This is an optimization exercise on Yosys and OpenROAD, whose aim is small area, a short achievable clock period and few clock cycles, not a production implementation. Where RTL was checked, it was by simulation tests only, not by an equivalence proof against the original. The RTL of runs 1 and 2 was laid out without a check of its function. Power is estimated from default activity; no workload was simulated.

===== flow/run.sh =====
#!/bin/bash
# synth_recipe.tcl (not shown) runs the flow's synth.tcl, then flattens the netlist and writes it again
# the make line also repeats each setting of config.mk as NAME=value (left out here)
make -C /OpenROAD-flow-scripts/flow DESIGN_CONFIG=/design/flow/config.mk WORK_HOME=/design/flow/orfs CLKGATE_MAP_FILE= SYNTH_SCRIPT=/design/flow/synth_recipe.tcl finish

===== flow/config.mk =====
export PLATFORM = sky130hd
export DESIGN_NAME = ahb_lite_fir_filter
export DESIGN_NICKNAME = ahb_lite_fir_filter
export VERILOG_FILES = /design/flow/design.v
export SDC_FILE = /design/flow/constraint.sdc
export NUM_CORES = 4
export LEC_CHECK = 0
export CAP_MARGIN = 30
export CORE_MARGIN = 2
export CORE_UTILIZATION = 40
export SETUP_SLACK_MARGIN = 5
export SLEW_MARGIN = 30
export TNS_END_PERCENT = 100

===== flow/constraint.sdc =====
create_clock -name core_clock -period 10.0 [get_ports {clk}]
set_input_delay 2.0000 -clock core_clock [delete_from_list [all_inputs] [get_ports {clk}]]
set_output_delay 2.0000 -clock core_clock [all_outputs]
set_load 0.01 [all_outputs]

===== flow/design.v =====
module magnitude(input logic [16:0] in, output logic [15:0] out);
    assign out = in[16] ? (~in[15:0] + 16'd1) : in[15:0];
endmodule
module mul_tree(
    input  logic [15:0] a,
    input  logic [15:0] b,
    output logic [31:0] ra,
    output logic [31:0] rb
);
    wire one0 = b[0] ^ 1'b0;
    wire two0 = (b[1] & ~b[0] & ~1'b0) | (~b[1] & b[0] & 1'b0);
    wire neg0 = b[1] & ~(b[0] & 1'b0);
    wire pp0_0 = ((one0 & a[0]) | (two0 & 1'b0)) ^ neg0;
    wire pp0_1 = ((one0 & a[1]) | (two0 & a[0])) ^ neg0;
    wire pp0_2 = ((one0 & a[2]) | (two0 & a[1])) ^ neg0;
    wire pp0_3 = ((one0 & a[3]) | (two0 & a[2])) ^ neg0;
    wire pp0_4 = ((one0 & a[4]) | (two0 & a[3])) ^ neg0;
    wire pp0_5 = ((one0 & a[5]) | (two0 & a[4])) ^ neg0;
    wire pp0_6 = ((one0 & a[6]) | (two0 & a[5])) ^ neg0;
    wire pp0_7 = ((one0 & a[7]) | (two0 & a[6])) ^ neg0;
    wire pp0_8 = ((one0 & a[8]) | (two0 & a[7])) ^ neg0;
    wire pp0_9 = ((one0 & a[9]) | (two0 & a[8])) ^ neg0;
    wire pp0_10 = ((one0 & a[10]) | (two0 & a[9])) ^ neg0;
    wire pp0_11 = ((one0 & a[11]) | (two0 & a[10])) ^ neg0;
    wire pp0_12 = ((one0 & a[12]) | (two0 & a[11])) ^ neg0;
    wire pp0_13 = ((one0 & a[13]) | (two0 & a[12])) ^ neg0;
    wire pp0_14 = ((one0 & a[14]) | (two0 & a[13])) ^ neg0;
    wire pp0_15 = ((one0 & a[15]) | (two0 & a[14])) ^ neg0;
    wire pp0_16 = ((one0 & 1'b0) | (two0 & a[15])) ^ neg0;
    wire one1 = b[2] ^ b[1];
    wire two1 = (b[3] & ~b[2] & ~b[1]) | (~b[3] & b[2] & b[1]);
    wire neg1 = b[3] & ~(b[2] & b[1]);
    wire pp1_0 = ((one1 & a[0]) | (two1 & 1'b0)) ^ neg1;
    wire pp1_1 = ((one1 & a[1]) | (two1 & a[0])) ^ neg1;
    wire pp1_2 = ((one1 & a[2]) | (two1 & a[1])) ^ neg1;
    wire pp1_3 = ((one1 & a[3]) | (two1 & a[2])) ^ neg1;
    wire pp1_4 = ((one1 & a[4]) | (two1 & a[3])) ^ neg1;
    wire pp1_5 = ((one1 & a[5]) | (two1 & a[4])) ^ neg1;
    wire pp1_6 = ((one1 & a[6]) | (two1 & a[5])) ^ neg1;
    wire pp1_7 = ((one1 & a[7]) | (two1 & a[6])) ^ neg1;
    wire pp1_8 = ((one1 & a[8]) | (two1 & a[7])) ^ neg1;
    wire pp1_9 = ((one1 & a[9]) | (two1 & a[8])) ^ neg1;
    wire pp1_10 = ((one1 & a[10]) | (two1 & a[9])) ^ neg1;
    wire pp1_11 = ((one1 & a[11]) | (two1 & a[10])) ^ neg1;
    wire pp1_12 = ((one1 & a[12]) | (two1 & a[11])) ^ neg1;
    wire pp1_13 = ((one1 & a[13]) | (two1 & a[12])) ^ neg1;
    wire pp1_14 = ((one1 & a[14]) | (two1 & a[13])) ^ neg1;
    wire pp1_15 = ((one1 & a[15]) | (two1 & a[14])) ^ neg1;
    wire pp1_16 = ((one1 & 1'b0) | (two1 & a[15])) ^ neg1;
    wire one2 = b[4] ^ b[3];
    wire two2 = (b[5] & ~b[4] & ~b[3]) | (~b[5] & b[4] & b[3]);
    wire neg2 = b[5] & ~(b[4] & b[3]);
    wire pp2_0 = ((one2 & a[0]) | (two2 & 1'b0)) ^ neg2;
    wire pp2_1 = ((one2 & a[1]) | (two2 & a[0])) ^ neg2;
    wire pp2_2 = ((one2 & a[2]) | (two2 & a[1])) ^ neg2;
    wire pp2_3 = ((one2 & a[3]) | (two2 & a[2])) ^ neg2;
    wire pp2_4 = ((one2 & a[4]) | (two2 & a[3])) ^ neg2;
    wire pp2_5 = ((one2 & a[5]) | (two2 & a[4])) ^ neg2;
    wire pp2_6 = ((one2 & a[6]) | (two2 & a[5])) ^ neg2;
    wire pp2_7 = ((one2 & a[7]) | (two2 & a[6])) ^ neg2;
    wire pp2_8 = ((one2 & a[8]) | (two2 & a[7])) ^ neg2;
    wire pp2_9 = ((one2 & a[9]) | (two2 & a[8])) ^ neg2;
    wire pp2_10 = ((one2 & a[10]) | (two2 & a[9])) ^ neg2;
    wire pp2_11 = ((one2 & a[11]) | (two2 & a[10])) ^ neg2;
    wire pp2_12 = ((one2 & a[12]) | (two2 & a[11])) ^ neg2;
    wire pp2_13 = ((one2 & a[13]) | (two2 & a[12])) ^ neg2;
    wire pp2_14 = ((one2 & a[14]) | (two2 & a[13])) ^ neg2;
    wire pp2_15 = ((one2 & a[15]) | (two2 & a[14])) ^ neg2;
    wire pp2_16 = ((one2 & 1'b0) | (two2 & a[15])) ^ neg2;
    wire one3 = b[6] ^ b[5];
    wire two3 = (b[7] & ~b[6] & ~b[5]) | (~b[7] & b[6] & b[5]);
    wire neg3 = b[7] & ~(b[6] & b[5]);
    wire pp3_0 = ((one3 & a[0]) | (two3 & 1'b0)) ^ neg3;
    wire pp3_1 = ((one3 & a[1]) | (two3 & a[0])) ^ neg3;
    wire pp3_2 = ((one3 & a[2]) | (two3 & a[1])) ^ neg3;
    wire pp3_3 = ((one3 & a[3]) | (two3 & a[2])) ^ neg3;
    wire pp3_4 = ((one3 & a[4]) | (two3 & a[3])) ^ neg3;
    wire pp3_5 = ((one3 & a[5]) | (two3 & a[4])) ^ neg3;
    wire pp3_6 = ((one3 & a[6]) | (two3 & a[5])) ^ neg3;
    wire pp3_7 = ((one3 & a[7]) | (two3 & a[6])) ^ neg3;
    wire pp3_8 = ((one3 & a[8]) | (two3 & a[7])) ^ neg3;
    wire pp3_9 = ((one3 & a[9]) | (two3 & a[8])) ^ neg3;
    wire pp3_10 = ((one3 & a[10]) | (two3 & a[9])) ^ neg3;
    wire pp3_11 = ((one3 & a[11]) | (two3 & a[10])) ^ neg3;
    wire pp3_12 = ((one3 & a[12]) | (two3 & a[11])) ^ neg3;
    wire pp3_13 = ((one3 & a[13]) | (two3 & a[12])) ^ neg3;
    wire pp3_14 = ((one3 & a[14]) | (two3 & a[13])) ^ neg3;
    wire pp3_15 = ((one3 & a[15]) | (two3 & a[14])) ^ neg3;
    wire pp3_16 = ((one3 & 1'b0) | (two3 & a[15])) ^ neg3;
    wire one4 = b[8] ^ b[7];
    wire two4 = (b[9] & ~b[8] & ~b[7]) | (~b[9] & b[8] & b[7]);
    wire neg4 = b[9] & ~(b[8] & b[7]);
    wire pp4_0 = ((one4 & a[0]) | (two4 & 1'b0)) ^ neg4;
    wire pp4_1 = ((one4 & a[1]) | (two4 & a[0])) ^ neg4;
    wire pp4_2 = ((one4 & a[2]) | (two4 & a[1])) ^ neg4;
    wire pp4_3 = ((one4 & a[3]) | (two4 & a[2])) ^ neg4;
    wire pp4_4 = ((one4 & a[4]) | (two4 & a[3])) ^ neg4;
    wire pp4_5 = ((one4 & a[5]) | (two4 & a[4])) ^ neg4;
    wire pp4_6 = ((one4 & a[6]) | (two4 & a[5])) ^ neg4;
    wire pp4_7 = ((one4 & a[7]) | (two4 & a[6])) ^ neg4;
    wire pp4_8 = ((one4 & a[8]) | (two4 & a[7])) ^ neg4;
    wire pp4_9 = ((one4 & a[9]) | (two4 & a[8])) ^ neg4;
    wire pp4_10 = ((one4 & a[10]) | (two4 & a[9])) ^ neg4;
    wire pp4_11 = ((one4 & a[11]) | (two4 & a[10])) ^ neg4;
    wire pp4_12 = ((one4 & a[12]) | (two4 & a[11])) ^ neg4;
    wire pp4_13 = ((one4 & a[13]) | (two4 & a[12])) ^ neg4;
    wire pp4_14 = ((one4 & a[14]) | (two4 & a[13])) ^ neg4;
    wire pp4_15 = ((one4 & a[15]) | (two4 & a[14])) ^ neg4;
    wire pp4_16 = ((one4 & 1'b0) | (two4 & a[15])) ^ neg4;
    wire one5 = b[10] ^ b[9];
    wire two5 = (b[11] & ~b[10] & ~b[9]) | (~b[11] & b[10] & b[9]);
    wire neg5 = b[11] & ~(b[10] & b[9]);
    wire pp5_0 = ((one5 & a[0]) | (two5 & 1'b0)) ^ neg5;
    wire pp5_1 = ((one5 & a[1]) | (two5 & a[0])) ^ neg5;
    wire pp5_2 = ((one5 & a[2]) | (two5 & a[1])) ^ neg5;
    wire pp5_3 = ((one5 & a[3]) | (two5 & a[2])) ^ neg5;
    wire pp5_4 = ((one5 & a[4]) | (two5 & a[3])) ^ neg5;
    wire pp5_5 = ((one5 & a[5]) | (two5 & a[4])) ^ neg5;
    wire pp5_6 = ((one5 & a[6]) | (two5 & a[5])) ^ neg5;
    wire pp5_7 = ((one5 & a[7]) | (two5 & a[6])) ^ neg5;
    wire pp5_8 = ((one5 & a[8]) | (two5 & a[7])) ^ neg5;
    wire pp5_9 = ((one5 & a[9]) | (two5 & a[8])) ^ neg5;
    wire pp5_10 = ((one5 & a[10]) | (two5 & a[9])) ^ neg5;
    wire pp5_11 = ((one5 & a[11]) | (two5 & a[10])) ^ neg5;
    wire pp5_12 = ((one5 & a[12]) | (two5 & a[11])) ^ neg5;
    wire pp5_13 = ((one5 & a[13]) | (two5 & a[12])) ^ neg5;
    wire pp5_14 = ((one5 & a[14]) | (two5 & a[13])) ^ neg5;
    wire pp5_15 = ((one5 & a[15]) | (two5 & a[14])) ^ neg5;
    wire pp5_16 = ((one5 & 1'b0) | (two5 & a[15])) ^ neg5;
    wire one6 = b[12] ^ b[11];
    wire two6 = (b[13] & ~b[12] & ~b[11]) | (~b[13] & b[12] & b[11]);
    wire neg6 = b[13] & ~(b[12] & b[11]);
    wire pp6_0 = ((one6 & a[0]) | (two6 & 1'b0)) ^ neg6;
    wire pp6_1 = ((one6 & a[1]) | (two6 & a[0])) ^ neg6;
    wire pp6_2 = ((one6 & a[2]) | (two6 & a[1])) ^ neg6;
    wire pp6_3 = ((one6 & a[3]) | (two6 & a[2])) ^ neg6;
    wire pp6_4 = ((one6 & a[4]) | (two6 & a[3])) ^ neg6;
    wire pp6_5 = ((one6 & a[5]) | (two6 & a[4])) ^ neg6;
    wire pp6_6 = ((one6 & a[6]) | (two6 & a[5])) ^ neg6;
    wire pp6_7 = ((one6 & a[7]) | (two6 & a[6])) ^ neg6;
    wire pp6_8 = ((one6 & a[8]) | (two6 & a[7])) ^ neg6;
    wire pp6_9 = ((one6 & a[9]) | (two6 & a[8])) ^ neg6;
    wire pp6_10 = ((one6 & a[10]) | (two6 & a[9])) ^ neg6;
    wire pp6_11 = ((one6 & a[11]) | (two6 & a[10])) ^ neg6;
    wire pp6_12 = ((one6 & a[12]) | (two6 & a[11])) ^ neg6;
    wire pp6_13 = ((one6 & a[13]) | (two6 & a[12])) ^ neg6;
    wire pp6_14 = ((one6 & a[14]) | (two6 & a[13])) ^ neg6;
    wire pp6_15 = ((one6 & a[15]) | (two6 & a[14])) ^ neg6;
    wire pp6_16 = ((one6 & 1'b0) | (two6 & a[15])) ^ neg6;
    wire one7 = b[14] ^ b[13];
    wire two7 = (b[15] & ~b[14] & ~b[13]) | (~b[15] & b[14] & b[13]);
    wire neg7 = b[15] & ~(b[14] & b[13]);
    wire pp7_0 = ((one7 & a[0]) | (two7 & 1'b0)) ^ neg7;
    wire pp7_1 = ((one7 & a[1]) | (two7 & a[0])) ^ neg7;
    wire pp7_2 = ((one7 & a[2]) | (two7 & a[1])) ^ neg7;
    wire pp7_3 = ((one7 & a[3]) | (two7 & a[2])) ^ neg7;
    wire pp7_4 = ((one7 & a[4]) | (two7 & a[3])) ^ neg7;
    wire pp7_5 = ((one7 & a[5]) | (two7 & a[4])) ^ neg7;
    wire pp7_6 = ((one7 & a[6]) | (two7 & a[5])) ^ neg7;
    wire pp7_7 = ((one7 & a[7]) | (two7 & a[6])) ^ neg7;
    wire pp7_8 = ((one7 & a[8]) | (two7 & a[7])) ^ neg7;
    wire pp7_9 = ((one7 & a[9]) | (two7 & a[8])) ^ neg7;
    wire pp7_10 = ((one7 & a[10]) | (two7 & a[9])) ^ neg7;
    wire pp7_11 = ((one7 & a[11]) | (two7 & a[10])) ^ neg7;
    wire pp7_12 = ((one7 & a[12]) | (two7 & a[11])) ^ neg7;
    wire pp7_13 = ((one7 & a[13]) | (two7 & a[12])) ^ neg7;
    wire pp7_14 = ((one7 & a[14]) | (two7 & a[13])) ^ neg7;
    wire pp7_15 = ((one7 & a[15]) | (two7 & a[14])) ^ neg7;
    wire pp7_16 = ((one7 & 1'b0) | (two7 & a[15])) ^ neg7;
    wire one8 = 1'b0 ^ b[15];
    wire two8 = (1'b0 & ~1'b0 & ~b[15]) | (~1'b0 & 1'b0 & b[15]);
    wire neg8 = 1'b0 & ~(1'b0 & b[15]);
    wire pp8_0 = ((one8 & a[0]) | (two8 & 1'b0)) ^ neg8;
    wire pp8_1 = ((one8 & a[1]) | (two8 & a[0])) ^ neg8;
    wire pp8_2 = ((one8 & a[2]) | (two8 & a[1])) ^ neg8;
    wire pp8_3 = ((one8 & a[3]) | (two8 & a[2])) ^ neg8;
    wire pp8_4 = ((one8 & a[4]) | (two8 & a[3])) ^ neg8;
    wire pp8_5 = ((one8 & a[5]) | (two8 & a[4])) ^ neg8;
    wire pp8_6 = ((one8 & a[6]) | (two8 & a[5])) ^ neg8;
    wire pp8_7 = ((one8 & a[7]) | (two8 & a[6])) ^ neg8;
    wire pp8_8 = ((one8 & a[8]) | (two8 & a[7])) ^ neg8;
    wire pp8_9 = ((one8 & a[9]) | (two8 & a[8])) ^ neg8;
    wire pp8_10 = ((one8 & a[10]) | (two8 & a[9])) ^ neg8;
    wire pp8_11 = ((one8 & a[11]) | (two8 & a[10])) ^ neg8;
    wire pp8_12 = ((one8 & a[12]) | (two8 & a[11])) ^ neg8;
    wire pp8_13 = ((one8 & a[13]) | (two8 & a[12])) ^ neg8;
    wire pp8_14 = ((one8 & a[14]) | (two8 & a[13])) ^ neg8;
    wire pp8_15 = ((one8 & a[15]) | (two8 & a[14])) ^ neg8;
    wire pp8_16 = ((one8 & 1'b0) | (two8 & a[15])) ^ neg8;
    wire hs0 = pp0_16 ^ pp1_14;
    wire hc0 = pp0_16 & pp1_14;
    wire fs1 = ~neg0 ^ pp1_15 ^ pp2_13;
    wire fc1 = (~neg0 & pp1_15) | (~neg0 & pp2_13) | (pp1_15 & pp2_13);
    wire hs2 = pp1_16 ^ pp2_14;
    wire hc2 = pp1_16 & pp2_14;
    wire hs3 = pp0_10 ^ pp1_8;
    wire hc3 = pp0_10 & pp1_8;
    wire hs4 = pp0_11 ^ pp1_9;
    wire hc4 = pp0_11 & pp1_9;
    wire fs5 = pp0_12 ^ pp1_10 ^ pp2_8;
    wire fc5 = (pp0_12 & pp1_10) | (pp0_12 & pp2_8) | (pp1_10 & pp2_8);
    wire hs6 = pp3_6 ^ pp4_4;
    wire hc6 = pp3_6 & pp4_4;
    wire fs7 = pp0_13 ^ pp1_11 ^ pp2_9;
    wire fc7 = (pp0_13 & pp1_11) | (pp0_13 & pp2_9) | (pp1_11 & pp2_9);
    wire hs8 = pp3_7 ^ pp4_5;
    wire hc8 = pp3_7 & pp4_5;
    wire fs9 = pp0_14 ^ pp1_12 ^ pp2_10;
    wire fc9 = (pp0_14 & pp1_12) | (pp0_14 & pp2_10) | (pp1_12 & pp2_10);
    wire fs10 = pp3_8 ^ pp4_6 ^ pp5_4;
    wire fc10 = (pp3_8 & pp4_6) | (pp3_8 & pp5_4) | (pp4_6 & pp5_4);
    wire hs11 = pp6_2 ^ pp7_0;
    wire hc11 = pp6_2 & pp7_0;
    wire fs12 = pp0_15 ^ pp1_13 ^ pp2_11;
    wire fc12 = (pp0_15 & pp1_13) | (pp0_15 & pp2_11) | (pp1_13 & pp2_11);
    wire fs13 = pp3_9 ^ pp4_7 ^ pp5_5;
    wire fc13 = (pp3_9 & pp4_7) | (pp3_9 & pp5_5) | (pp4_7 & pp5_5);
    wire hs14 = pp6_3 ^ pp7_1;
    wire hc14 = pp6_3 & pp7_1;
    wire fs15 = pp2_12 ^ pp3_10 ^ pp4_8;
    wire fc15 = (pp2_12 & pp3_10) | (pp2_12 & pp4_8) | (pp3_10 & pp4_8);
    wire fs16 = pp5_6 ^ pp6_4 ^ pp7_2;
    wire fc16 = (pp5_6 & pp6_4) | (pp5_6 & pp7_2) | (pp6_4 & pp7_2);
    wire fs17 = pp8_0 ^ neg8 ^ hs0;
    wire fc17 = (pp8_0 & neg8) | (pp8_0 & hs0) | (neg8 & hs0);
    wire fs18 = pp3_11 ^ pp4_9 ^ pp5_7;
    wire fc18 = (pp3_11 & pp4_9) | (pp3_11 & pp5_7) | (pp4_9 & pp5_7);
    wire fs19 = pp6_5 ^ pp7_3 ^ pp8_1;
    wire fc19 = (pp6_5 & pp7_3) | (pp6_5 & pp8_1) | (pp7_3 & pp8_1);
    wire fs20 = 1'b1 ^ fs1 ^ hc0;
    wire fc20 = (1'b1 & fs1) | (1'b1 & hc0) | (fs1 & hc0);
    wire fs21 = pp3_12 ^ pp4_10 ^ pp5_8;
    wire fc21 = (pp3_12 & pp4_10) | (pp3_12 & pp5_8) | (pp4_10 & pp5_8);
    wire fs22 = pp6_6 ^ pp7_4 ^ pp8_2;
    wire fc22 = (pp6_6 & pp7_4) | (pp6_6 & pp8_2) | (pp7_4 & pp8_2);
    wire fs23 = 1'b1 ^ hs2 ^ fc1;
    wire fc23 = (1'b1 & hs2) | (1'b1 & fc1) | (hs2 & fc1);
    wire fs24 = ~neg1 ^ pp2_15 ^ pp3_13;
    wire fc24 = (~neg1 & pp2_15) | (~neg1 & pp3_13) | (pp2_15 & pp3_13);
    wire fs25 = pp4_11 ^ pp5_9 ^ pp6_7;
    wire fc25 = (pp4_11 & pp5_9) | (pp4_11 & pp6_7) | (pp5_9 & pp6_7);
    wire fs26 = pp7_5 ^ pp8_3 ^ hc2;
    wire fc26 = (pp7_5 & pp8_3) | (pp7_5 & hc2) | (pp8_3 & hc2);
    wire fs27 = pp2_16 ^ pp3_14 ^ pp4_12;
    wire fc27 = (pp2_16 & pp3_14) | (pp2_16 & pp4_12) | (pp3_14 & pp4_12);
    wire fs28 = pp5_10 ^ pp6_8 ^ pp7_6;
    wire fc28 = (pp5_10 & pp6_8) | (pp5_10 & pp7_6) | (pp6_8 & pp7_6);
    wire hs29 = pp8_4 ^ 1'b1;
    wire hc29 = pp8_4 & 1'b1;
    wire fs30 = ~neg2 ^ pp3_15 ^ pp4_13;
    wire fc30 = (~neg2 & pp3_15) | (~neg2 & pp4_13) | (pp3_15 & pp4_13);
    wire fs31 = pp5_11 ^ pp6_9 ^ pp7_7;
    wire fc31 = (pp5_11 & pp6_9) | (pp5_11 & pp7_7) | (pp6_9 & pp7_7);
    wire fs32 = pp3_16 ^ pp4_14 ^ pp5_12;
    wire fc32 = (pp3_16 & pp4_14) | (pp3_16 & pp5_12) | (pp4_14 & pp5_12);
    wire hs33 = pp6_10 ^ pp7_8;
    wire hc33 = pp6_10 & pp7_8;
    wire fs34 = ~neg3 ^ pp4_15 ^ pp5_13;
    wire fc34 = (~neg3 & pp4_15) | (~neg3 & pp5_13) | (pp4_15 & pp5_13);
    wire hs35 = pp4_16 ^ pp5_14;
    wire hc35 = pp4_16 & pp5_14;
    wire hs36 = pp0_6 ^ pp1_4;
    wire hc36 = pp0_6 & pp1_4;
    wire hs37 = pp0_7 ^ pp1_5;
    wire hc37 = pp0_7 & pp1_5;
    wire fs38 = pp0_8 ^ pp1_6 ^ pp2_4;
    wire fc38 = (pp0_8 & pp1_6) | (pp0_8 & pp2_4) | (pp1_6 & pp2_4);
    wire hs39 = pp3_2 ^ pp4_0;
    wire hc39 = pp3_2 & pp4_0;
    wire fs40 = pp0_9 ^ pp1_7 ^ pp2_5;
    wire fc40 = (pp0_9 & pp1_7) | (pp0_9 & pp2_5) | (pp1_7 & pp2_5);
    wire hs41 = pp3_3 ^ pp4_1;
    wire hc41 = pp3_3 & pp4_1;
    wire fs42 = pp2_6 ^ pp3_4 ^ pp4_2;
    wire fc42 = (pp2_6 & pp3_4) | (pp2_6 & pp4_2) | (pp3_4 & pp4_2);
    wire fs43 = pp5_0 ^ neg5 ^ hs3;
    wire fc43 = (pp5_0 & neg5) | (pp5_0 & hs3) | (neg5 & hs3);
    wire fs44 = pp2_7 ^ pp3_5 ^ pp4_3;
    wire fc44 = (pp2_7 & pp3_5) | (pp2_7 & pp4_3) | (pp3_5 & pp4_3);
    wire fs45 = pp5_1 ^ hs4 ^ hc3;
    wire fc45 = (pp5_1 & hs4) | (pp5_1 & hc3) | (hs4 & hc3);
    wire fs46 = pp5_2 ^ pp6_0 ^ neg6;
    wire fc46 = (pp5_2 & pp6_0) | (pp5_2 & neg6) | (pp6_0 & neg6);
    wire fs47 = fs5 ^ hs6 ^ hc4;
    wire fc47 = (fs5 & hs6) | (fs5 & hc4) | (hs6 & hc4);
    wire fs48 = pp5_3 ^ pp6_1 ^ fs7;
    wire fc48 = (pp5_3 & pp6_1) | (pp5_3 & fs7) | (pp6_1 & fs7);
    wire fs49 = hs8 ^ fc5 ^ hc6;
    wire fc49 = (hs8 & fc5) | (hs8 & hc6) | (fc5 & hc6);
    wire fs50 = neg7 ^ fs9 ^ fs10;
    wire fc50 = (neg7 & fs9) | (neg7 & fs10) | (fs9 & fs10);
    wire fs51 = hs11 ^ fc7 ^ hc8;
    wire fc51 = (hs11 & fc7) | (hs11 & hc8) | (fc7 & hc8);
    wire fs52 = fs12 ^ fs13 ^ hs14;
    wire fc52 = (fs12 & fs13) | (fs12 & hs14) | (fs13 & hs14);
    wire fs53 = fc9 ^ fc10 ^ hc11;
    wire fc53 = (fc9 & fc10) | (fc9 & hc11) | (fc10 & hc11);
    wire fs54 = fs15 ^ fs16 ^ fs17;
    wire fc54 = (fs15 & fs16) | (fs15 & fs17) | (fs16 & fs17);
    wire fs55 = fc12 ^ fc13 ^ hc14;
    wire fc55 = (fc12 & fc13) | (fc12 & hc14) | (fc13 & hc14);
    wire fs56 = fs18 ^ fs19 ^ fs20;
    wire fc56 = (fs18 & fs19) | (fs18 & fs20) | (fs19 & fs20);
    wire fs57 = fc15 ^ fc16 ^ fc17;
    wire fc57 = (fc15 & fc16) | (fc15 & fc17) | (fc16 & fc17);
    wire fs58 = fs21 ^ fs22 ^ fs23;
    wire fc58 = (fs21 & fs22) | (fs21 & fs23) | (fs22 & fs23);
    wire fs59 = fc18 ^ fc19 ^ fc20;
    wire fc59 = (fc18 & fc19) | (fc18 & fc20) | (fc19 & fc20);
    wire fs60 = fs24 ^ fs25 ^ fs26;
    wire fc60 = (fs24 & fs25) | (fs24 & fs26) | (fs25 & fs26);
    wire fs61 = fc21 ^ fc22 ^ fc23;
    wire fc61 = (fc21 & fc22) | (fc21 & fc23) | (fc22 & fc23);
    wire fs62 = fs27 ^ fs28 ^ hs29;
    wire fc62 = (fs27 & fs28) | (fs27 & hs29) | (fs28 & hs29);
    wire fs63 = fc24 ^ fc25 ^ fc26;
    wire fc63 = (fc24 & fc25) | (fc24 & fc26) | (fc25 & fc26);
    wire fs64 = pp8_5 ^ fs30 ^ fs31;
    wire fc64 = (pp8_5 & fs30) | (pp8_5 & fs31) | (fs30 & fs31);
    wire fs65 = fc27 ^ fc28 ^ hc29;
    wire fc65 = (fc27 & fc28) | (fc27 & hc29) | (fc28 & hc29);
    wire fs66 = pp8_6 ^ 1'b1 ^ fs32;
    wire fc66 = (pp8_6 & 1'b1) | (pp8_6 & fs32) | (1'b1 & fs32);
    wire fs67 = hs33 ^ fc30 ^ fc31;
    wire fc67 = (hs33 & fc30) | (hs33 & fc31) | (fc30 & fc31);
    wire fs68 = pp6_11 ^ pp7_9 ^ pp8_7;
    wire fc68 = (pp6_11 & pp7_9) | (pp6_11 & pp8_7) | (pp7_9 & pp8_7);
    wire fs69 = fs34 ^ fc32 ^ hc33;
    wire fc69 = (fs34 & fc32) | (fs34 & hc33) | (fc32 & hc33);
    wire fs70 = pp6_12 ^ pp7_10 ^ pp8_8;
    wire fc70 = (pp6_12 & pp7_10) | (pp6_12 & pp8_8) | (pp7_10 & pp8_8);
    wire fs71 = 1'b1 ^ hs35 ^ fc34;
    wire fc71 = (1'b1 & hs35) | (1'b1 & fc34) | (hs35 & fc34);
    wire fs72 = ~neg4 ^ pp5_15 ^ pp6_13;
    wire fc72 = (~neg4 & pp5_15) | (~neg4 & pp6_13) | (pp5_15 & pp6_13);
    wire fs73 = pp7_11 ^ pp8_9 ^ hc35;
    wire fc73 = (pp7_11 & pp8_9) | (pp7_11 & hc35) | (pp8_9 & hc35);
    wire fs74 = pp5_16 ^ pp6_14 ^ pp7_12;
    wire fc74 = (pp5_16 & pp6_14) | (pp5_16 & pp7_12) | (pp6_14 & pp7_12);
    wire hs75 = pp8_10 ^ 1'b1;
    wire hc75 = pp8_10 & 1'b1;
    wire fs76 = ~neg5 ^ pp6_15 ^ pp7_13;
    wire fc76 = (~neg5 & pp6_15) | (~neg5 & pp7_13) | (pp6_15 & pp7_13);
    wire hs77 = pp6_16 ^ pp7_14;
    wire hc77 = pp6_16 & pp7_14;
    wire hs78 = pp0_4 ^ pp1_2;
    wire hc78 = pp0_4 & pp1_2;
    wire hs79 = pp0_5 ^ pp1_3;
    wire hc79 = pp0_5 & pp1_3;
    wire fs80 = pp2_2 ^ pp3_0 ^ neg3;
    wire fc80 = (pp2_2 & pp3_0) | (pp2_2 & neg3) | (pp3_0 & neg3);
    wire fs81 = pp2_3 ^ pp3_1 ^ hs37;
    wire fc81 = (pp2_3 & pp3_1) | (pp2_3 & hs37) | (pp3_1 & hs37);
    wire fs82 = neg4 ^ fs38 ^ hs39;
    wire fc82 = (neg4 & fs38) | (neg4 & hs39) | (fs38 & hs39);
    wire fs83 = fs40 ^ hs41 ^ fc38;
    wire fc83 = (fs40 & hs41) | (fs40 & fc38) | (hs41 & fc38);
    wire fs84 = fs42 ^ fs43 ^ fc40;
    wire fc84 = (fs42 & fs43) | (fs42 & fc40) | (fs43 & fc40);
    wire fs85 = fs44 ^ fs45 ^ fc42;
    wire fc85 = (fs44 & fs45) | (fs44 & fc42) | (fs45 & fc42);
    wire fs86 = fs46 ^ fs47 ^ fc44;
    wire fc86 = (fs46 & fs47) | (fs46 & fc44) | (fs47 & fc44);
    wire fs87 = fs48 ^ fs49 ^ fc46;
    wire fc87 = (fs48 & fs49) | (fs48 & fc46) | (fs49 & fc46);
    wire fs88 = fs50 ^ fs51 ^ fc48;
    wire fc88 = (fs50 & fs51) | (fs50 & fc48) | (fs51 & fc48);
    wire fs89 = fs52 ^ fs53 ^ fc50;
    wire fc89 = (fs52 & fs53) | (fs52 & fc50) | (fs53 & fc50);
    wire fs90 = fs54 ^ fs55 ^ fc52;
    wire fc90 = (fs54 & fs55) | (fs54 & fc52) | (fs55 & fc52);
    wire fs91 = fs56 ^ fs57 ^ fc54;
    wire fc91 = (fs56 & fs57) | (fs56 & fc54) | (fs57 & fc54);
    wire fs92 = fs58 ^ fs59 ^ fc56;
    wire fc92 = (fs58 & fs59) | (fs58 & fc56) | (fs59 & fc56);
    wire fs93 = fs60 ^ fs61 ^ fc58;
    wire fc93 = (fs60 & fs61) | (fs60 & fc58) | (fs61 & fc58);
    wire fs94 = fs62 ^ fs63 ^ fc60;
    wire fc94 = (fs62 & fs63) | (fs62 & fc60) | (fs63 & fc60);
    wire fs95 = fs64 ^ fs65 ^ fc62;
    wire fc95 = (fs64 & fs65) | (fs64 & fc62) | (fs65 & fc62);
    wire fs96 = fs66 ^ fs67 ^ fc64;
    wire fc96 = (fs66 & fs67) | (fs66 & fc64) | (fs67 & fc64);
    wire fs97 = fs68 ^ fs69 ^ fc66;
    wire fc97 = (fs68 & fs69) | (fs68 & fc66) | (fs69 & fc66);
    wire fs98 = fs70 ^ fs71 ^ fc68;
    wire fc98 = (fs70 & fs71) | (fs70 & fc68) | (fs71 & fc68);
    wire fs99 = fs72 ^ fs73 ^ fc70;
    wire fc99 = (fs72 & fs73) | (fs72 & fc70) | (fs73 & fc70);
    wire fs100 = fs74 ^ hs75 ^ fc72;
    wire fc100 = (fs74 & hs75) | (fs74 & fc72) | (hs75 & fc72);
    wire fs101 = pp8_11 ^ fs76 ^ fc74;
    wire fc101 = (pp8_11 & fs76) | (pp8_11 & fc74) | (fs76 & fc74);
    wire fs102 = pp8_12 ^ 1'b1 ^ hs77;
    wire fc102 = (pp8_12 & 1'b1) | (pp8_12 & hs77) | (1'b1 & hs77);
    wire fs103 = ~neg6 ^ pp7_15 ^ pp8_13;
    wire fc103 = (~neg6 & pp7_15) | (~neg6 & pp8_13) | (pp7_15 & pp8_13);
    wire hs104 = pp7_16 ^ pp8_14;
    wire hc104 = pp7_16 & pp8_14;
    wire hs105 = pp0_2 ^ pp1_0;
    wire hc105 = pp0_2 & pp1_0;
    wire hs106 = pp0_3 ^ pp1_1;
    wire hc106 = pp0_3 & pp1_1;
    wire fs107 = pp2_0 ^ neg2 ^ hs78;
    wire fc107 = (pp2_0 & neg2) | (pp2_0 & hs78) | (neg2 & hs78);
    wire fs108 = pp2_1 ^ hs79 ^ hc78;
    wire fc108 = (pp2_1 & hs79) | (pp2_1 & hc78) | (hs79 & hc78);
    wire fs109 = hs36 ^ fs80 ^ hc79;
    wire fc109 = (hs36 & fs80) | (hs36 & hc79) | (fs80 & hc79);
    wire fs110 = hc36 ^ fs81 ^ fc80;
    wire fc110 = (hc36 & fs81) | (hc36 & fc80) | (fs81 & fc80);
    wire fs111 = hc37 ^ fs82 ^ fc81;
    wire fc111 = (hc37 & fs82) | (hc37 & fc81) | (fs82 & fc81);
    wire fs112 = hc39 ^ fs83 ^ fc82;
    wire fc112 = (hc39 & fs83) | (hc39 & fc82) | (fs83 & fc82);
    wire fs113 = hc41 ^ fs84 ^ fc83;
    wire fc113 = (hc41 & fs84) | (hc41 & fc83) | (fs84 & fc83);
    wire fs114 = fc43 ^ fs85 ^ fc84;
    wire fc114 = (fc43 & fs85) | (fc43 & fc84) | (fs85 & fc84);
    wire fs115 = fc45 ^ fs86 ^ fc85;
    wire fc115 = (fc45 & fs86) | (fc45 & fc85) | (fs86 & fc85);
    wire fs116 = fc47 ^ fs87 ^ fc86;
    wire fc116 = (fc47 & fs87) | (fc47 & fc86) | (fs87 & fc86);
    wire fs117 = fc49 ^ fs88 ^ fc87;
    wire fc117 = (fc49 & fs88) | (fc49 & fc87) | (fs88 & fc87);
    wire fs118 = fc51 ^ fs89 ^ fc88;
    wire fc118 = (fc51 & fs89) | (fc51 & fc88) | (fs89 & fc88);
    wire fs119 = fc53 ^ fs90 ^ fc89;
    wire fc119 = (fc53 & fs90) | (fc53 & fc89) | (fs90 & fc89);
    wire fs120 = fc55 ^ fs91 ^ fc90;
    wire fc120 = (fc55 & fs91) | (fc55 & fc90) | (fs91 & fc90);
    wire fs121 = fc57 ^ fs92 ^ fc91;
    wire fc121 = (fc57 & fs92) | (fc57 & fc91) | (fs92 & fc91);
    wire fs122 = fc59 ^ fs93 ^ fc92;
    wire fc122 = (fc59 & fs93) | (fc59 & fc92) | (fs93 & fc92);
    wire fs123 = fc61 ^ fs94 ^ fc93;
    wire fc123 = (fc61 & fs94) | (fc61 & fc93) | (fs94 & fc93);
    wire fs124 = fc63 ^ fs95 ^ fc94;
    wire fc124 = (fc63 & fs95) | (fc63 & fc94) | (fs95 & fc94);
    wire fs125 = fc65 ^ fs96 ^ fc95;
    wire fc125 = (fc65 & fs96) | (fc65 & fc95) | (fs96 & fc95);
    wire fs126 = fc67 ^ fs97 ^ fc96;
    wire fc126 = (fc67 & fs97) | (fc67 & fc96) | (fs97 & fc96);
    wire fs127 = fc69 ^ fs98 ^ fc97;
    wire fc127 = (fc69 & fs98) | (fc69 & fc97) | (fs98 & fc97);
    wire fs128 = fc71 ^ fs99 ^ fc98;
    wire fc128 = (fc71 & fs99) | (fc71 & fc98) | (fs99 & fc98);
    wire fs129 = fc73 ^ fs100 ^ fc99;
    wire fc129 = (fc73 & fs100) | (fc73 & fc99) | (fs100 & fc99);
    wire fs130 = hc75 ^ fs101 ^ fc100;
    wire fc130 = (hc75 & fs101) | (hc75 & fc100) | (fs101 & fc100);
    wire fs131 = fc76 ^ fs102 ^ fc101;
    wire fc131 = (fc76 & fs102) | (fc76 & fc101) | (fs102 & fc101);
    wire fs132 = hc77 ^ fs103 ^ fc102;
    wire fc132 = (hc77 & fs103) | (hc77 & fc102) | (fs103 & fc102);
    wire fs133 = 1'b1 ^ hs104 ^ fc103;
    wire fc133 = (1'b1 & hs104) | (1'b1 & fc103) | (hs104 & fc103);
    wire fs134 = ~neg7 ^ pp8_15 ^ hc104;
    wire fc134 = (~neg7 & pp8_15) | (~neg7 & hc104) | (pp8_15 & hc104);
    assign ra = {fs134, fs133, fs132, fs131, fs130, fs129, fs128, fs127, fs126, fs125, fs124, fs123, fs122, fs121, fs120, fs119, fs118, fs117, fs116, fs115, fs114, fs113, fs112, fs111, fs110, fs109, fs108, fs107, hs106, neg1, pp0_1, pp0_0};
    assign rb = {fc133, fc132, fc131, fc130, fc129, fc128, fc127, fc126, fc125, fc124, fc123, fc122, fc121, fc120, fc119, fc118, fc117, fc116, fc115, fc114, fc113, fc112, fc111, fc110, fc109, fc108, fc107, hc106, hc105, hs105, 1'b0, neg0};
endmodule
module fir_filter(
    input  logic        clk,
    input  logic        n_rst,
    input  logic        start_sample,    
    input  logic        start_load,      
    input  logic [15:0] new_sample,      
    input  logic [63:0] coeff_regs,      
    output logic        busy,
    output logic        err,
    output logic [16:0] r_q              
);
    logic [15:0] x0, x1, x2;             
    logic [15:0] f0, f1, f2, f3;         
    logic [16:0] q3;                     
    logic [16:0] qd;                     
    logic        e1, e2;                 
    logic [3:0]  s1;                     
    logic [3:0]  s2;                     
    logic        ld;                     
    logic [15:0] ma, mb;
    logic [31:0] ra, rb;                 
    logic [31:0] pa, pb;                 
    assign x0 = new_sample;
    always_comb begin
        ma = s1[1] ? x1 : (s1[2] ? x2 : x0);
        mb = ({16{s1[0]}} & f0) | ({16{s1[3]}} & f1) | ({16{s1[1]}} & f2) | ({16{s1[2]}} & f3);
    end
    mul_tree tree(.a(ma), .b(mb), .ra(ra), .rb(rb));
    always_ff @(posedge clk) begin
        pa <= ra;
        pb <= rb;
    end
    logic [14:0] lo;
    logic        c15;
    logic [16:0] ph;
    assign {c15, lo} = {1'b0, pa[14:0]} + {1'b0, pb[14:0]};
    assign ph = pa[31:15] + pb[31:15] + {16'd0, c15};
    logic [18:0] ea, eb, na, nq3;
    logic [18:0] s1a, c1a, s2a, c2a;
    logic [18:0] t3, t4;
    always_comb begin
        ea  = {2'b00, pa[31:15]};
        eb  = {2'b00, pb[31:15]};
        if (s2[3]) na = ~{3'b000, qd[16] ? 16'd0 : qd[15:0]};
        else       na = ~{{2{qd[16]}}, qd};
        nq3 = ~{3'b000, q3[15:0]};
        s1a = ea ^ eb ^ na;
        c1a = {((ea & eb) | (ea & na) | (eb & na)), c15};
        t3  = s1a + c1a + 19'd1;
        s2a = s1a ^ c1a ^ nq3;
        c2a = {((s1a & c1a) | (s1a & nq3) | (c1a & nq3)), 1'b1};
        t4  = s2a + c2a + 19'd1;
    end
    logic        ovf3, ovf4, e_next;
    logic [16:0] r;
    always_comb begin
        ovf3 = ~e2 & ~t3[18] & t3[16];
        ovf4 = t4[18] & ~t4[16];
        e_next = 1'b1;
        if (ph[16])                      r = 17'd0;
        else if (e1)                     r = {1'b0, ph[15:0]};
        else if (e2 | ovf3 | q3[16])     r = t3[16:0];
        else begin
            r = t4[16:0];
            e_next = ovf4;
        end
    end
    wire acc = s2[0];
    always_ff @(posedge clk, negedge n_rst) begin
        if (!n_rst) begin
            x1 <= '0; x2 <= '0;
            f0 <= '0; f1 <= '0; f2 <= '0; f3 <= '0;
            q3 <= '0; qd <= '0; e1 <= 1'b0; e2 <= 1'b0;
            s1 <= '0; s2 <= '0; ld <= 1'b0;
            busy <= 1'b0; err <= 1'b0; r_q <= '0;
        end else begin
            if (start_sample) begin
                x1 <= x0;
                x2 <= x1;
            end
            if (start_load) begin
                f0 <= coeff_regs[15:0];
                f1 <= coeff_regs[31:16];
                f2 <= coeff_regs[47:32];
                f3 <= coeff_regs[63:48];
            end
            if (s2[1]) qd <= ph;
            if (s2[2]) q3 <= ph;
            if (s2[3]) begin
                qd <= t3[16:0];
                e1 <= ph[16];
                e2 <= qd[16];
            end
            if (acc) begin
                r_q <= r;
                err <= e_next;
            end else if (start_load) begin
                err <= 1'b0;
            end
            if (start_sample)    s1 <= 4'b0001;
            else if (start_load) s1 <= 4'b0010;
            else                 s1 <= {s1[2:0], 1'b0};
            s2 <= s1;
            if (start_sample)    ld <= 1'b0;
            else if (start_load) ld <= 1'b1;
            busy <= start_sample | start_load | (~ld & s1[0]) | (ld & (s1[1] | s1[2] | s1[3]));
        end
    end
endmodule
module ahb_lite_fir_filter(
    input logic clk,
    input logic n_rst,
    input logic hsel,
    input logic [3:0] haddr,
    input logic hsize,
    input logic [1:0] htrans,
    input logic hwrite,
    input logic [15:0] hwdata,
    output logic [15:0] hrdata,
    output logic hresp
);
    logic        wr_q;           
    logic [3:0]  a_q;
    logic        sz_q;
    logic [13:4][7:0] regs;      
    logic [7:1]  reg14;          
    logic        busy, err;
    logic [15:0] fir_out;
    logic [16:0] r_q;
    logic [13:4] be;
    assign hresp = hsel & ((hwrite & ((haddr <= 4'd3) | (haddr == 4'd15)))
                         | (~hwrite & (haddr == 4'd15)));
    always_comb begin
        for (int i = 4; i <= 13; i++)
            be[i] = wr_q & (a_q[3:1] == i[3:1]) & (sz_q | (a_q[0] == i[0]));
    end
    wire be14 = wr_q & (a_q == 4'd14);
    wire start_sample = be[4] | be[5];
    wire start_load = be14 & hwdata[0];
    always_ff @(posedge clk, negedge n_rst) begin
        if (!n_rst) begin
            wr_q <= 1'b0;
            a_q <= '0;
            sz_q <= 1'b0;
            for (int i = 4; i <= 13; i++) regs[i] <= '0;
            reg14 <= '0;
        end else begin
            wr_q <= hsel & (htrans != 2'b00) & hwrite & ~hresp;
            a_q <= haddr;
            sz_q <= hsize;
            for (int i = 4; i <= 13; i++)
                if (be[i]) regs[i] <= i[0] ? hwdata[15:8] : hwdata[7:0];
            if (be14) reg14 <= hwdata[0] ? 7'd0 : hwdata[7:1];
        end
    end
    magnitude mag_u(.in(r_q), .out(fir_out));
    logic [7:0] rb [0:15];
    always_comb begin
        rb[0] = {7'd0, busy};
        rb[1] = {7'd0, err};
        rb[2] = fir_out[7:0];
        rb[3] = fir_out[15:8];
        for (int i = 4; i <= 13; i++) rb[i] = regs[i];
        rb[14] = {reg14, 1'b0};
        rb[15] = 8'd0;
        hrdata[15:8] = (a_q == 4'd14 || (!sz_q && !a_q[0])) ? 8'd0 : rb[{a_q[3:1], 1'b1}];
        hrdata[7:0]  = (!sz_q && a_q[0]) ? 8'd0 : rb[{a_q[3:1], 1'b0}];
    end
    fir_filter filt(
        .clk(clk), .n_rst(n_rst),
        .start_sample(start_sample), .start_load(start_load),
        .new_sample({regs[5], regs[4]}),
        .coeff_regs({regs[13], regs[12], regs[11], regs[10], regs[9], regs[8], regs[7], regs[6]}),
        .busy(busy), .err(err), .r_q(r_q)
    );
endmodule

==> results.json, run 1 <==
{
  "status": "complete, no violations",
  "antenna_found_initial": 1,
  "fin_crit_sh": 0.496,
  "place_congestion": 0.896,
  "hpwl_mm": 45.6,
  "synth_ff_type": "dfrtp_1",
  "ant_nets": 0,
  "reg2regPathDepth": 14,
  "crit_buf_inv": 3,
  "crit_family": "buffers and inverters",
  "power_mw": 7.19,
  "cts_made_buffers": 37,
  "grt_max_degree": 129,
  "drt_first_pass_iters": 5,
  "synth_cells": 2345,
  "rsz0062_at_grt": "yes",
  "io_pins": 44,
  "die_w_um": 241,
  "reg2reg_from": "filt.s1[0]",
  "rrSetupSlack_ns": 5.19,
  "place_inst": 3068,
  "synthesis.nets": 2612,
  "num_vias": 17100,
  "ys_types": 74,
  "async_flop_share": 0.801,
  "drc_errors": 0,
  "ir_worst_vdd_uv": 271,
  "postSynthAreaPerCell_um2": 9.57,
  "fin_cells": 3160,
  "setup_viol": 0,
  "clockBufferDepth": 3,
  "finalHoldViolCount": 0,
  "reg2reg_to": "filt.pa[17]",
  "cts.sinks": 316,
  "synth-seq-cells": 316,
  "grt_pass1_vias": 17600,
  "drt-vias-per-instance": 5.42,
  "core_mm2": 0.0553,
  "path_clk_slew_ns": 0.06,
  "crit_type": "flop to output port",
  "crit_cells": 8,
  "timing.hold.ws_ns": 0.470,
  "syn_to_final_growth_pct": 14.2,
  "antennaDiodeCount": 0,
  "ys_warn_count": 3,
  "cts_tree": "built",
  "slew_viol_final": 0,
  "fin_util": 0.463,
  "start_util": 0.406,
  "port_buffers": 43,
  "die_h_um": 241,
  "synth-edff-count": 0,
  "p_per_area_mw_per_mm2": 281,
  "rows": 86,
  "arrival_ns": 2.96,
  "nets": 2650,
  "h-tree-depth": 2,
  "startpoint": "a_q[2]",
  "fin_setup_tns_ns": 0,
  "crit_path_end": "hrdata[5]",
  "cpPeakStageDelay_ns": 0.56,
  "crit_slowest_cell": "clkdlybuf4s50_1",
  "max_cap_viol_count": 0,
  "crit_chain": "buf_12 -> nor2b_4 -> buf_12 -> a22oi_1 -> a21oi_1 -> a21oi_1 -> nor2_1 -> clkdlybuf4s50_1",
  "wirelength_mm": 63.1,
  "clockRootBuffer": "clkbuf_16",
  "max_freq_ghz": 0.202,
  "gr-usage-all-layers": 0.222,
  "layout-drive-gt1-share": 0.166,
  "grt_first_pass_wirelength_mm": 100,
  "hold_class": "flop to flop",
  "worst-slew-pin-transition_ns": 1.07,
  "required_ns": 8.00,
  "clock_skew_ns": 0.0373,
  "min_from": "reg14[3]",
  "drt_iter0_drc": 1250,
  "worst_setup_path_end_kind": "output port",
  "slew-limit-headroom": 0.285,
  "cp-start-kind": "flop",
  "grt_overflow_total": 0,
  "p_leak_nw": 11.6,
  "drt-wirelength-per-cell_um": 20.0,
  "ys_seq_area_frac": 0.338,
  "die_area_mm2": 0.0580,
  "insertion_delay_ns": 0.58,
  "min_period_ns": 4.96,
  "synth_area_mm2": 0.0224,
  "cp_max_fo": 39
}
## cells in the mapped netlist (22+ instances only)
library cell / number / area [µm²]
xnor2_1: 135 / 1180
mux2_2: 175 / 1970
a22oi_1: 45 / 338
fa_1: 138 / 2760
ha_1: 102 / 1280
nor2_1: 101 / 379
nand2_1: 337 / 1260
buf_1: 24 / 90.1
o21ai_1: 22 / 110
a21oi_1: 85 / 425
nor3_1: 23 / 115
inv_1: 234 / 878
clkbuf_1: 66 / 248
o21ai_0: 176 / 881
nor2b_1: 23 / 144
dfrtp_1: 253 / 6330
o21a_1: 33 / 248
xor2_1: 40 / 350
dfxtp_1: 63 / 1260
mux2i_1: 47 / 470
## power breakdown
| part | internal [mW] | total [mW] | switching, mW |
|---|---|---|---|
| Sequential | 1.50 | 1.73 | 0.227 |
| Combinational | 1.69 | 4.04 | 2.36 |
| Clock | 0.851 | 1.42 | 0.573 |
| Total | 4.04 | 7.19 | 3.15 |
## cells in the final DEF (no fill, tap or decap), types with 7 or more instances in the layout
cell,count
buf_6,7
nand3b_1,9
xnor2_1,131
nor2_1,93
ha_1,95
o21ai_0,174
clkbuf_8,12
clkbuf_16,37
and2_1,18
a21oi_2,7
nor2b_1,20
a21o_1,15
dfrtp_1,246
o21a_1,31
nand2b_1,14
and3_1,10
mux2i_1,45
inv_1,233
xor2_1,39
a221oi_1,7
o211ai_1,19
fa_1,136
o21ai_1,20
mux2_2,175
nand3_1,10
clkdlybuf4s50_1,31
buf_4,46
a22oi_1,43
dfxtp_1,63
a211oi_1,9
a21oi_1,77
nor3_1,19
nand2_1,333
## layer usage
layer / part of all wire / up-vias / GRT usage
met5: 0 / - / 0
met3: 0.048 / 131 / 0.0261
li1: - / 7928 / -
met1: 0.45 / 8563 / 0.305
met4: 0.031 / 0 / 0.0788
met2: 0.47 / 510 / 0.364
## area by class of cell
type | count | area, µm²
clock buffers | 54 | 1100
clock inverters | 14 | 204
fillers | 5259 | 29700
inverters | 240 | 905
multi-input cells | 1687 | 14000
flip-flops and latches | 316 | 7600
well taps | 748 | 936
repair buffers | 101 | 921
## state kept, by name, summed over array words and instances, names as in the netlist
signal	flops
filt.err	1
reg14	7
filt.f1	16
filt.x2	16
a_q	4
filt.pa	32
filt.e1	1
filt.e2	1
filt.f2	16
filt.f0	16
filt.ld	1
filt.s1	4
wr_q	1
sz_q	1
filt.r_q	17
filt.qd	17
filt.q3	17
regs	80
filt.busy	1
filt.s2	4
filt.pb	31
filt.f3	16
filt.x1	16
## through the flow
step	worst slack (ns)	cell area [µm²]
floorplan	5.05	22400
global placement	4.60	23700
detailed placement	4.60	23700
CTS	4.95	25300
global route	4.95	25600
finish	5.04	25600
## worst reg2reg max path, cell delays in order (launching register included)
cell and delay (ns):
dfrtp_1 0.51, buf_4 0.27, a22oi_1 0.25, and2_1 0.34, inv_1 0.14, ha_4 0.18, a21oi_2 0.10, buf_4 0.33
xnor2_1 0.22, fa_1 0.50, ha_1 0.34, fa_1 0.47, fa_1 0.54, inv_1 0.05, fa_1 0.43
## how the worst min path moves through the flow
stage,end,cells after the start
after global routing,reg14[3],2
after floorplan,filt.s2[0],0
after CTS,reg14[3],2
after detailed placement,reg14[3],2
final,reg14[3],2
after global placement,reg14[4],2
## repair_timing
action / 4_1_cts / 5_1_grt
pin swaps: 8 / 17
buffers inserted: 9 / 12
gates resized for setup: 58 / 58
hold buffers: 0 / 0
setup endpoints to repair: 62 / 57
cloned: 2 / 0
## cells by family after synthesis
kind of cell               share of synthesized area
AOI/OAI and AO/OA                              0.132
xor gates and xnor gates                      0.0683
adders and majority gates                      0.180
buffers and inverters                         0.0584
DFF                                            0.338
muxes                                          0.113
and+or+nand+nor                                0.109
==> run 2, diff against run 1 <==
==> flow/flow/run.sh (new file) <==
#!/bin/bash
set -euo pipefail
bash standard.sh SETUP_SLACK_MARGIN=5.6 finish > orfs_make.log 2>&1
==> flow/standard.sh (new file) <==
#!/bin/bash
# synth_recipe.tcl (not shown) runs the flow's synth.tcl, then flattens the netlist and writes it again
# the make line also repeats each setting of config.mk as NAME=value (left out here)
make -C /OpenROAD-flow-scripts/flow DESIGN_CONFIG=/design/flow/config.mk WORK_HOME=/design/flow/orfs CLKGATE_MAP_FILE= SYNTH_SCRIPT=/design/flow/synth_recipe.tcl "${@:-finish}"
removed: flow/run.sh
==> run 2 against run 1 <==
  * Still clean
  * Maximum frequency grew 0.45%
  * Combinational power grew 27%
  * Worst hold slack lost 0.0083 ns
  * Routed wire length grew 8.9%
  * Clock skew grew 0.0016 ns
  * Count of clock-buffer cells in the layout shrank 4
  * Final cell count grew 3.6%
  * Final area grew 9.0%
  * Sequential share of layout area shrank 2.4 points
  * Worst setup slack gained 0.022 ns
  * First-iteration DRC count grew 10%
  * Largest cell class unchanged
  * Highest routed layer unchanged
==> results.json, run 2 <==
{
  "top_regs": "regs: 80 flops, filt.pa: 32 flops, filt.pb: 31 flops",
  "synth_cells": 2345,
  "min_period_ns": 4.94,
  "drt_iter0_drc": 1375,
  "antennaDiodeCount": 0,
  "setup_viol": 0,
  "antenna_found_initial": 0,
  "syn_to_final_growth_pct": 24.5,
  "wirelength_mm": 68.8,
  "die_h_um": 241,
  "h-tree-depth": 2,
  "core_mm2": 0.0553,
  "insertion_delay_ns": 0.58,
  "yosysTopAreaCell": "dfrtp_1",
  "clock_skew_ns": 0.0389,
  "synth_compound_area_frac": 0.132,
  "max_cap_viol_count": 0,
  "fin_crit_sh": 0.494,
  "nets": 2767,
  "mostFrequentLayoutCells": "nand2_1, dfrtp_1, inv_1, mux2_2, o21ai_0",
  "grt_max_degree": 118,
  "cts_tree": "built",
  "postSynthAreaPerCell_um2": 9.57,
  "io_pins": 44,
  "ys_seq_area_frac": 0.338,
  "clockRootBuffer": "clkbuf_16",
  "die_area_mm2": 0.0580,
  "largest_register_ff_count": 80,
  "drt_first_pass_iters": 6,
  "netlist.area_leader.share": 0.282,
  "ant_nets": 0,
  "hold_buffers": 0,
  "synth.most_common_cell": "nand2_1",
  "clkPwrFrac": 0.169,
  "netlist_top_cells_count": "nand2_1, dfrtp_1, inv_1",
  "arrival_ns": 2.94,
  "status": "complete, no violations",
  "grt_overflow_total": 0,
  "multiInputGateArea_mm2": 0.0151,
  "port_buffers": 43,
  "ir_worst_vdd_uv": 255,
  "top_register": "regs",
  "async_flop_share": 0.801,
  "hpwl_mm": 45.7,
  "crit_type": "flop to output port",
  "place_inst": 3064,
  "drt-wirelength-per-cell_um": 21.0,
  "start_util": 0.406,
  "cp-start-kind": "flop",
  "fin_cells": 3275,
  "slew-limit-headroom": 0.341,
  "slew_viol_final": 0,
  "cp_max_fo": 3,
  "synthMuxAreaShare": 0.113,
  "die_w_um": 241,
  "hold_class": "flop to flop",
  "cts.sinks": 316,
  "grt_first_pass_wirelength_mm": 106,
  "combPwrFrac": 0.621,
  "drc_errors": 0,
  "ys_types": 74,
  "p_sw_mw": 3.65,
  "fillers": 5037,
  "ys_warn_count": 3,
  "rows": 86,
  "num_vias": 17900,
  "seq_power_share": 0.211,
  "synth-edff-count": 0,
  "gr-usage-all-layers": 0.235,
  "synth_ff_type": "dfrtp_1",
  "worst_setup_path_end_kind": "output port",
  "seqCellArea_mm2": 0.00762,
  "cts_made_buffers": 37,
  "synth_area_mm2": 0.0224,
  "layout-drive-gt1-share": 0.276,
  "power_mw": 8.28,
  "required_ns": 8.00,
  "synth-seq-cells": 316,
  "synthSimpleGateAreaFrac": 0.109,
  "grt_pass1_vias": 18100,
  "yosys.area_share.adder": 0.180,
  "synthXorXnorAreaFrac": 0.0683,
  "place_congestion": 0.896,
  "clockBufferDepth": 3,
  "rrSetupSlack_ns": 5.41,
  "fin_util": 0.505,
  "drt-vias-per-instance": 5.48,
  "rsz0062_at_grt": "yes",
  "timing.hold.ws_ns": 0.462,
  "finalHoldViolCount": 0,
  "synthesis.nets": 2612,
  "ys_top_cells_by_area": "dfrtp_1, fa_1, mux2_2",
  "swShare": 0.440,
  "p_per_area_mw_per_mm2": 296,
  "path_clk_slew_ns": 0.06,
  "final_common_cell": "nand2_1",
  "max_freq_ghz": 0.203,
  "fin_setup_tns_ns": 0,
  "p_leak_nw": 12.5,
  "worst-slew-pin-transition_ns": 0.987,
  "synth_top_family_by_area": "adder cells",
  "p_int_mw": 4.64
}
## run 2: cell counts after synthesis
Identical to the previous run, type by type.
## run 2: worst paths after layout
kind,start,endpoint,cells after the start
worst max-delay path,filt.r_q[0],hrdata[13],9
worst min-delay path,reg14[6],reg14[6],2
worst max register to register,filt.s2[3],filt.r_q[9],18
worst min register to register,reg14[6],reg14[6],2
max in group asynchronous,n_rst,filt.s1[3],3
min in group asynchronous,n_rst,regs[54],1
## run 2: routing by layer
layer,GRT usage,wire (µm),share of wire
met4,0.0765,2470,0.036
met5,0,0,0
met2,0.390,32700,0.47
met3,0.0286,4140,0.060
met1,0.319,29500,0.43
## run 2: what timing repair did
item	CTS	global route
cloned	8	6
pin swaps	78	119
endpoints found under the setup margin	86	68
resized for setup	301	206
buffers inserted	64	66
## run 2: critical path: stages (launching register included)
cell and delay (ns):
dfrtp_2 0.43, nor3_4 0.23, nand2_2 0.09, or3_4 0.36
or4_4 0.48, o41ai_4 0.23, xnor2_1 0.17, nand2_1 0.07
a21oi_1 0.15, buf_2 0.16
## run 2: cells by family (layout without fill, tap and decap cells)
logic type	count (synthesis)	after routing
compound gates	475	475
xor+xnor	175	176
fa+ha+maj	240	240
buf+inv	342	523
flops	316	316
mux	228	228
simple gates	569	569
## run 2: power by group through the flow
stage	clock network [mW]	logic, mW	registers [mW]
6_report	1.40	5.14	1.74
4_1_cts	1.42	4.75	1.73
3_5_place_dp	0	3.72	1.74
5_1_grt	1.47	5.54	1.77
2_1_floorplan	0	2.80	1.63
3_3_place_gp	0	3.69	1.73
## run 2: area by class of cell
type,count,share of cell area
Sequential cell,316,0.273
Clock inverter,16,0.00672
Multi-Input combinational cell,1688,0.540
Timing Repair Buffer,217,0.0766
Clock buffer,50,0.0378
Tap cell,748,0.0335
Inverter,240,0.0327
## run 2: per-stage QoR
step	instance area [µm²]	setup WS, ns
global placement	23700	4.56
finish	27900	5.06
CTS	26600	5.05
detailed placement	23700	4.51
floorplan	22500	5.59
global route	27900	4.94
==> run 3, diff against run 2 <==
--- a/flow/design.v
+++ b/flow/design.v
@@ -6,4 +6,4 @@
     input  logic [15:0] b,
-    output logic [31:0] ra,
-    output logic [31:0] rb
+    output logic [33:0] ra,
+    output logic [33:0] rb
 );
@@ -459,4 +459,6 @@
     wire fc134 = (~neg7 & pp8_15) | (~neg7 & hc104) | (pp8_15 & hc104);
-    assign ra = {fs134, fs133, fs132, fs131, fs130, fs129, fs128, fs127, fs126, fs125, fs124, fs123, fs122, fs121, fs120, fs119, fs118, fs117, fs116, fs115, fs114, fs113, fs112, fs111, fs110, fs109, fs108, fs107, hs106, neg1, pp0_1, pp0_0};
-    assign rb = {fc133, fc132, fc131, fc130, fc129, fc128, fc127, fc126, fc125, fc124, fc123, fc122, fc121, fc120, fc119, fc118, fc117, fc116, fc115, fc114, fc113, fc112, fc111, fc110, fc109, fc108, fc107, hc106, hc105, hs105, 1'b0, neg0};
+    wire hs135 = pp8_16 ^ 1'b1;
+    wire hc135 = pp8_16 & 1'b1;
+    assign ra = {~neg8, hs135, fs134, fs133, fs132, fs131, fs130, fs129, fs128, fs127, fs126, fs125, fs124, fs123, fs122, fs121, fs120, fs119, fs118, fs117, fs116, fs115, fs114, fs113, fs112, fs111, fs110, fs109, fs108, fs107, hs106, neg1, pp0_1, pp0_0};
+    assign rb = {hc135, fc134, fc133, fc132, fc131, fc130, fc129, fc128, fc127, fc126, fc125, fc124, fc123, fc122, fc121, fc120, fc119, fc118, fc117, fc116, fc115, fc114, fc113, fc112, fc111, fc110, fc109, fc108, fc107, hc106, hc105, hs105, 1'b0, neg0};
 endmodule
@@ -482,4 +484,4 @@
     logic [15:0] ma, mb;
-    logic [31:0] ra, rb;                 
-    logic [31:0] pa, pb;                 
+    logic [33:0] ra, rb;                 
+    logic [33:0] pa, pb;                 
     assign x0 = new_sample;
@@ -503,4 +505,4 @@
     always_comb begin
-        ea  = {2'b00, pa[31:15]};
-        eb  = {2'b00, pb[31:15]};
+        ea  = pa[33:15];
+        eb  = pb[33:15];
         if (s2[3]) na = ~{3'b000, qd[16] ? 16'd0 : qd[15:0]};
==> flow/run.sh (new file) <==
#!/bin/bash
# synth_recipe.tcl (not shown) runs the flow's synth.tcl, then flattens the netlist and writes it again
# the make line also repeats each setting of config.mk as NAME=value (left out here)
make -C /OpenROAD-flow-scripts/flow DESIGN_CONFIG=/design/flow/config.mk WORK_HOME=/design/flow/orfs CLKGATE_MAP_FILE= SYNTH_SCRIPT=/design/flow/synth_recipe.tcl finish
removed: flow/flow/run.sh
removed: flow/standard.sh
==> run 3 against run 2 <==
  * Sequential power hardly changed
  * Combinational power is 27% lower
  * Final cell count is 0.85% higher
  * Global-route usage is 0.27 points lower
  * Clock power is 4% higher
==> results.json, run 3 <==
{
  "min_period_ns": 4.98,
  "drt-wirelength-per-cell_um": 19.8,
  "fin_cells": 3303,
  "drt-vias-per-instance": 5.36,
  "drt_first_pass_iters": 5,
  "num_vias": 17700,
  "max_freq_ghz": 0.201,
  "clockBufferDepth": 3,
  "hold_class": "flop to flop",
  "h-tree-depth": 2,
  "cpPeakStageDelay_ns": 0.49,
  "cts.sinks": 317,
  "antenna_found_initial": 0,
  "postSynthAreaPerCell_um2": 9.04,
  "syn_to_final_growth_pct": 14.8,
  "core_mm2": 0.0551,
  "die_w_um": 240,
  "layout-drive-gt1-share": 0.133,
  "ant_nets": 0,
  "start_util": 0.404,
  "insertion_delay_ns": 0.59,
  "p_leak_nw": 11.8,
  "status": "complete, no violations",
  "slew-limit-headroom": 0.320,
  "die_area_mm2": 0.0576,
  "place_inst": 3180,
  "crit_family": "simple AND/OR/NAND/NOR gates",
  "grt_pass1_vias": 18400,
  "drt_iter0_drc": 1350,
  "synthesis.nets": 2734,
  "crit_slowest_cell": "or4_4",
  "fin_util": 0.464,
  "netlist_top_cells_count": "nand2_1, dfrtp_1, inv_1",
  "drc_errors": 0,
  "finalHoldViolCount": 0,
  "worst_setup_path_end_kind": "output port",
  "largest_register_ff_count": 80,
  "ys_warn_count": 3,
  "synth_area_mm2": 0.0223,
  "ir_worst_vdd_uv": 211,
  "slew_viol_final": 0,
  "mostFrequentLayoutCells": "nand2_1, dfrtp_1, inv_1, o21ai_0, xnor2_1",
  "cp_max_fo": 4,
  "worst-slew-pin-transition_ns": 1.01,
  "gr-usage-all-layers": 0.232,
  "path_clk_slew_ns": 0.06,
  "clock_skew_ns": 0.0431,
  "synth_cells": 2465,
  "fin_setup_tns_ns": 0,
  "grt_first_pass_wirelength_mm": 104,
  "seqCellArea_mm2": 0.00762,
  "yosysTopAreaCell": "dfrtp_1",
  "synth-edff-count": 0,
  "port_buffers": 43,
  "netlist.area_leader.share": 0.284,
  "crit_chain": "nor3_2 -> nand4_1 -> or4_4 -> o41ai_2 -> xnor2_1 -> nand2_1 -> a21oi_1 -> dlygate4sd2_1",
  "cp-start-kind": "flop",
  "fillers": 5260,
  "fin_crit_sh": 0.498,
  "clockRootBuffer": "clkbuf_16",
  "wirelength_mm": 65.4,
  "crit_type": "flop to output port",
  "cts_made_buffers": 38,
  "setup_viol": 0,
  "io_pins": 44,
  "place_congestion": 0.950,
  "ys_types": 65,
  "rsz0062_at_grt": "yes",
  "die_h_um": 240,
  "required_ns": 8.00,
  "ys_top_cells_by_area": "dfrtp_1, fa_1, nand2_1",
  "grt_max_degree": 113,
  "top_regs": "regs: 80 flops, filt.pa: 32 flops, filt.pb: 32 flops",
  "ys_seq_area_frac": 0.342,
  "synth.most_common_cell": "nand2_1",
  "final_common_cell": "nand2_1",
  "crit_buf_inv": 1,
  "p_per_area_mw_per_mm2": 271,
  "nets": 2795,
  "synth_ff_type": "dfrtp_1",
  "cts_tree": "built",
  "hpwl_mm": 47.0,
  "grt_overflow_total": 0,
  "multiInputGateArea_mm2": 0.0136,
  "power_mw": 6.93,
  "async_flop_share": 0.798,
  "rows": 86,
  "synth-seq-cells": 317,
  "top_register": "regs",
  "antennaDiodeCount": 0,
  "arrival_ns": 2.98,
  "max_cap_viol_count": 0
}
## run 3: worst paths after layout
kind | start | to | slack [ns] | depth (start not counted)
max | filt.r_q[4] | hrdata[13] | 5.02 | 8
min | reg14[3] | reg14[3] | 0.46 | 2
max reg2reg | filt.s1[0] | filt.pa[17] | 5.15 | 13
min reg2reg | reg14[3] | reg14[3] | 0.46 | 2
max in group asynchronous | n_rst | filt.s1[0] | 7.17 | 3
min in group asynchronous | n_rst | filt.q3[16] | 1.34 | 1
## run 3: where the power goes
part           leakage (nW)  switching (mW)  total (mW)  internal (mW)
Clock                 0.656           0.587        1.45          0.860
Sequential             3.82           0.221        1.72           1.50
Combinational          7.31            2.23        3.75           1.52
## run 3: timing repair
item / 4_1_cts / 5_1_grt
setup endpoints to repair: 55 / 54
gates cloned: 0 / 0
hold buffers: 0 / 0
resized for setup: 43 / 48
pin swaps: 6 / 17
buffers inserted: 35 / 18
## run 3: routing by layer
layer / GRT usage / share of wire / vias up
li1: - / - / 8245
met1: 0.311 / 0.44 / 8777
met2: 0.379 / 0.47 / 555
met3: 0.0389 / 0.060 / 133
met4: 0.0815 / 0.029 / 0
met5: 0 / 0 / -
## run 3: area by class of cell
class,count,share of cell area
repair buffers,130,0.0450
flip-flops and latches,317,0.298
clock inverters,20,0.0104
clock buffers,49,0.0412
well taps,748,0.0366
multi-input cells,1796,0.533
inverters,243,0.0360
## run 3: worst reg2reg max path, delay by kind of cell, from the launching register on
family                   cells  cell delay [ns]
XOR/XNOR                     1             0.18
flip-flops                   1             0.56
AO/OA/AOI/OAI                3             0.75
adder cells (fa/ha/maj)      5             2.32
buffers and inverters        2             0.27
AND/OR/NAND/NOR              2             0.61
## run 3: cell families (layout without fill, tap and decap cells)
| logic type | count (synthesis) | count (layout) | synth area share |
|---|---|---|---|
| flip-flops | 317 | 317 | 0.342 |
| AND/OR/NAND/NOR | 755 | 755 | 0.140 |
| multiplexers | 160 | 160 | 0.0789 |
| XOR/XNOR | 176 | 176 | 0.0692 |
| adder cells (fa/ha/maj) | 242 | 242 | 0.183 |
| buffers and inverters | 352 | 442 | 0.0595 |
| AO/OA/AOI/OAI | 463 | 463 | 0.127 |
## run 3: metrics by stage
stage               hold WS, ns  setup WS, ns  area (µm²)
floorplan                 0.352          5.20       22300
global placement          0.447          4.49       23500
CTS                       0.466          4.85       25200
global route              0.492          4.90       25600
finish                    0.463          5.02       25600
detailed placement        0.451          4.53       23500
Testbench counts of run 3, summed over its fixed seeds: cycles 2,696.

## port drivers added, routing unchanged
No port has a modelled driver above. Below, the same layouts with a new extraction and two added sets of constraints. Step 1, drivers: a clkbuf_16 drives clk and a buf_2 each remaining input, both assumed. Step 2 adds t to the input delays and takes it off the output delays; t is the mean of the earliest and latest rising clock arrival at the registers after step 1. Input paths then give back, and output paths get back, about the clock's delay inside the block. a / b / c = ideal ports / drivers / drivers and shift; a / b = the first two.
run	shift t [ns]	slack for setup (ns)	worst setup path after step 2
run 1	0.612	5.042 / 4.988 / 5.080	input to output
run 2	0.617	5.064 / 5.005 / 5.405	input to output
run 3	0.623	5.022 / 4.964 / 4.514	input to register
After both steps every run listed still meets setup and hold. The setup slack of run 3, which loses most, moves by -0.058 ns with the drivers and by -0.508 ns with both steps.
